Background: an optimization exercise with open tools, aiming at small area. Do not read the settings as production practice. No run shown here included a check of the RTL's function; only the layout flow was run.

==> flow/design.v (outline; a module is shown in full before it is edited, if it fits) <==
// module mag_core: 2301 lines
// module data_modulus: 39 lines
module data_modulus(
    input             clk_50m,
    input             rst_n,
    input   [15:0]    source_real,
    input   [15:0]    source_imag,
    input             source_sop,
    input             source_eop,
    input             source_valid,
    output  [15:0]    amp,
    output            data_sop,
    output            data_eop,
    output            data_valid
);
  // ...
==> flow/run.sh <==
#!/bin/bash
# synth_recipe.tcl (not shown) runs the flow's synth.tcl, then flattens the netlist and writes it again
# the make line also repeats each setting of config.mk as NAME=value (left out here)
make -C /OpenROAD-flow-scripts/flow DESIGN_CONFIG=/design/flow/config.mk WORK_HOME=/design/flow/orfs CLKGATE_MAP_FILE= SYNTH_SCRIPT=/design/flow/synth_recipe.tcl finish
==> flow/config.mk <==
export PLATFORM = sky130hd
export DESIGN_NAME = data_modulus
export DESIGN_NICKNAME = data_modulus
export VERILOG_FILES = /design/flow/design.v
export SDC_FILE = /design/flow/constraint.sdc
export NUM_CORES = 4
export LEC_CHECK = 0
export CAP_MARGIN = 20
export CORE_MARGIN = 2
export CORE_UTILIZATION = 40
export SLEW_MARGIN = 20
==> flow/constraint.sdc <==
create_clock -name core_clock -period 10.0 [get_ports {clk_50m}]
set_input_delay 2.0000 -clock core_clock [delete_from_list [all_inputs] [get_ports {clk_50m}]]
set_output_delay 2.0000 -clock core_clock [all_outputs]
set_load 0.01 [all_outputs]
==> impl_metrics.csv, run 1 <==
group,metric,value,unit
layout,seq_share,43.2,%
flow_run,cap_viol_max_count,0,
outcome,outcome,"complete, no violations",
clock_network,numCtsBuffers,57,
synth,ys.warnings.count,2,
layout,syn_to_final_growth,14.7,%
synth,synth_top_family_by_area,"adder cells",
synth,synth_edf_count,0,
clock_network,ctsResizeCount,0,
layout,seq_area,11700,sq um
routing,via_per_inst,4.13,
placement,place.gp.congestion,0.891,
min_path,hold_class,"reg2reg",
sta,hold_viol,0,
layout,fill_cells,5319,
synth,synthTopCellsByCount,"dfxtp_1 (580), inv_1 (445), fa_1 (327), and2_1 (136), nand2_1 (82)",
grt,grtUsageTotal,13.0,%
grt,gr-total-overflow,0,
routing,drtIter0Drc,417,
sta,slew_viol_final,0,
synth,ys.flop_type,"dfxtp_1",
setup_path,cp_cell_sequence,"clkdlybuf4s50_1 -> buf_4 -> and2_1 -> fa_1 -> fa_1 -> inv_1 -> fa_1 -> fa_1 -> fa_1 -> fa_1 -> fa_1 -> inv_1 -> fa_1 -> fa_1 -> fa_1 -> fa_1 -> fa_1 -> inv_1 -> fa_1 -> fa_1 -> inv_1 -> ha_1 -> fa_1",
routing,post_drt_wl_per_cell,13.5,um
sta,timing.final.crit_share,82.1,%
setup_path,path_max_fanout,10,
==> inputs of run 2 (changes only) <==
==> flow/flow/run.sh (new file) <==
#!/bin/bash
# Standard layout, run whole; its output goes to its own log.
bash standard.sh > standard.log 2>&1
==> flow/standard.sh (new file) <==
#!/bin/bash
# synth_recipe.tcl (not shown) runs the flow's synth.tcl, then flattens the netlist and writes it again
# the make line also repeats each setting of config.mk as NAME=value (left out here)
make -C /OpenROAD-flow-scripts/flow DESIGN_CONFIG=/design/flow/config.mk WORK_HOME=/design/flow/orfs CLKGATE_MAP_FILE= SYNTH_SCRIPT=/design/flow/synth_recipe.tcl "${@:-finish}"
removed: flow/run.sh
==> impl_metrics.csv, run 2 <==
group,metric,value,unit
sta,timing.final.crit_share,82.1,%
sta,slew_headroom,41.4,%
setup_path,cp_data_arrival_time,8.68,ns
routing,ant_nets,0,
synth,post-synth-top-area-fraction,48.9,%
clock_network,path_clk_slew,0.06,ns
layout,final_cell_mix,"dfxtp_1 (580), inv_1 (445), fa_1 (327)",
clock_network,cts_buffer_depth,3,
min_path,hold_class,"reg2reg",
synth,syn-num-nets,2311,
die,fp.coreArea,58800,sq um
clock_network,numCtsBuffers,57,
setup_path,crit_path_end_kind,"flip-flop",
synth,ys_seq_area_share,49.5,%
sta,skew,0.0352,ns
routing,post_drt_wl_per_cell,13.5,um
clock_network,cts.sinks,585,
sta,grt_setup_unrepaired,"no",
layout,drive_above_1_share,6.67,%
sta,setup_viol,0,
setup_path,cp_top_family,"adder cells",
setup_path,worst_path_most_repeated_cell,"fa_1",
setup_path,cpPeakStageDelay,0.67,ns
sta,fin_tns_setup,0,ns
flow_run,cap_viol_max_count,0,
clock_network,ctsResizeCount,0,
grt,grt_max_degree,21,
die,start_util,40.3,%
synth,syn_avg_cell_area,12.5,sq um
die,io_pins,56,
layout,syn_to_final_growth,14.7,%
synth,synthArstFlopShare,0.855,%
grt,gr-total-overflow,0,
clock_network,ctsHoldBuffers,0,
routing,dr.pass1.iters,4,
synth,ys_top_cells_by_area,"dfxtp_1 (49%), fa_1 (28%), inv_1 (7.0%)",
synth,synthTopCellsByCount,"dfxtp_1 (580), inv_1 (445), fa_1 (327), and2_1 (136), nand2_1 (82)",
setup_path,timing.rr.start,"core.p5_n972",
synth,synth_area,23700,sq um
sta,slew_viol_final,0,
setup_path,path_class,"in2reg",
placement,place.gp.congestion,0.891,
die,rows,89,
min_path,hold_start,"core.p11_n937",
grt,antenna_found_initial,1,
clock_network,cts_tree,"yes",
die,die_w,248,um
setup_path,cp_cell_sequence,"clkdlybuf4s50_1 -> buf_4 -> and2_1 -> fa_1 -> fa_1 -> inv_1 -> fa_1 -> fa_1 -> fa_1 -> fa_1 -> fa_1 -> inv_1 -> fa_1 -> fa_1 -> fa_1 -> fa_1 -> fa_1 -> inv_1 -> fa_1 -> fa_1 -> inv_1 -> ha_1 -> fa_1",
placement,place_inst,2690,
clock_network,cts_setup_buffers,0,
die,die_area,61300,sq um
synth,ys.warnings.count,2,
routing,via_per_inst,4.13,
layout,largestRegisters,"eop_d: 19 flops, sop_d: 19 flops, valid_d: 19 flops",
grt,grtUsageTotal,13.0,%
clock_network,insertion_delay,0.61,ns
grt,grt_pass1_wl,62500,um
routing,routed_wl,37700,um
setup_path,crit_required,10.47,ns
routing,via_count,11566,
clock_network,root_buffer,"clkbuf_16",
layout,fin_nets,2386,
synth,synth.distinct_cells,44,
sta,worstMarginPinSlew,0.877,ns
layout,antenna_cells,0,
layout,fill_cells,5319,
sta,min_period,8.21,ns
routing,drc,0,
die,dieHeight,248,um
sta,hold_viol,0,
synth,ys_seq_elements,585,
setup_path,cp_slowest_cell,"clkdlybuf4s50_1",
placement,portBuffers,55,
setup_path,path_max_fanout,10,
setup_path,cp_num_buf_inv,6,
routing,drtIter0Drc,417,
setup_path,worst_setup_path_start_kind,"input pin",
synth,ys.flop_type,"dfxtp_1",
synth,synth_most_common_cell,"dfxtp_1",
layout,postLayoutCellArea,27200,sq um
synth,synth_edf_count,0,
placement,dp_hpwl,28900,um
grt,grt_pass1_vias,12425,
synth,netlist_instances,1901,
layout,layout_commonest_cell,"dfxtp_1",
placement,placed_cell_area,25100,sq um
layout,fin_cells,2798,
synth,synth_top_area_cell,"dfxtp_1",
clock_network,htree_levels,2,
outcome,outcome,"complete, no violations",
setup_path,worstSetupStartpoint,"source_imag[1]",
sta,max_freq,0.122,GHz
-- run 2: cell counts after synthesis --
Identical to the previous run, type by type.
-- run 2: per-layer routing --
layer / vias to the layer above / track usage [%] / part of all wire, %
li1: 5576 / - / -
met1: 5775 / 16.3 / 43
met2: 166 / 22.9 / 50
met3: 49 / 2.28 / 4.3
met4: 0 / 3.87 / 1.9
met5: - / 0 / 0
-- run 2: final cells by class --
class	count	area [sq um]	area share, %
sequential	585	11700	43.2
multi-input combinational	815	10000	36.9
inverter	445	1670	6.14
clock buffer	73	1630	5.99
tap	773	967	3.56
timing repair buffer	72	678	2.49
clock inverter	35	494	1.82
-- run 2: path summary, 6_finish.rpt --
kind | end | slack, ns | cells after the start
max | core.p0_s723 | 1.79 | 23
min | core.p12_n937 | 0.31 | 0
max reg2reg | core.p6_s1033 | 2.43 | 21
min reg2reg | core.p12_n937 | 0.31 | 0
max in group asynchronous | fill[3] | 8.18 | 1
min in group asynchronous | fill[0] | 1.63 | 1
-- run 2: through the flow --
stage	hold slack [ns]	setup slack (ns)	util, %
global placement	0.310	1.18	42.6
global route	0.313	1.48	46.3
CTS	0.307	1.74	46.3
detailed placement	0.312	1.11	42.6
floorplan	0.310	2.17	-
finish	0.310	1.79	46.3
-- run 2: cell families (layout without fill, tap and decap cells) --
| family | after synthesis | after routing | synth area share, % |
|---|---|---|---|
| multiplexers | 2 | 2 | 0.0897 |
| buffers and inverters | 501 | 625 | 8.27 |
| AND/OR/NAND/NOR | 277 | 277 | 6.06 |
| adder cells (fa/ha/maj) | 373 | 373 | 30.0 |
| XOR/XNOR | 119 | 119 | 4.58 |
| AO/OA/AOI/OAI | 44 | 44 | 1.50 |
| flip-flops | 585 | 585 | 49.5 |

## afterwards: timing with drivers on the ports
How much do the figures lean on ideal ports? The routed layouts below were timed once more, with nothing changed but the port constraints. Step 1, drivers: a clkbuf_16 drives clk_50m and a buf_2 each remaining input, both assumed. Step 2 adds t to the input delays and takes it off the output delays; t is the mean of the earliest and latest rising clock arrival at the registers after step 1. Input paths then give back, and output paths get back, about the clock's delay inside the block. a / b / c = ideal / step 1 / step 2; a / b = the first two.
| run | shift t [ns] | setup slack, ns | clock arrival spread, ns | pins driven straight from the clock port |
|---|---|---|---|---|
| run 1 | 0.653 | 1.790 / 1.824 / 1.170 | 0.036 / 0.037 | 1 |
| run 2 | 0.653 | 1.790 / 1.824 / 1.170 | 0.036 / 0.037 | 1 |
After both steps every run listed still meets setup and hold.
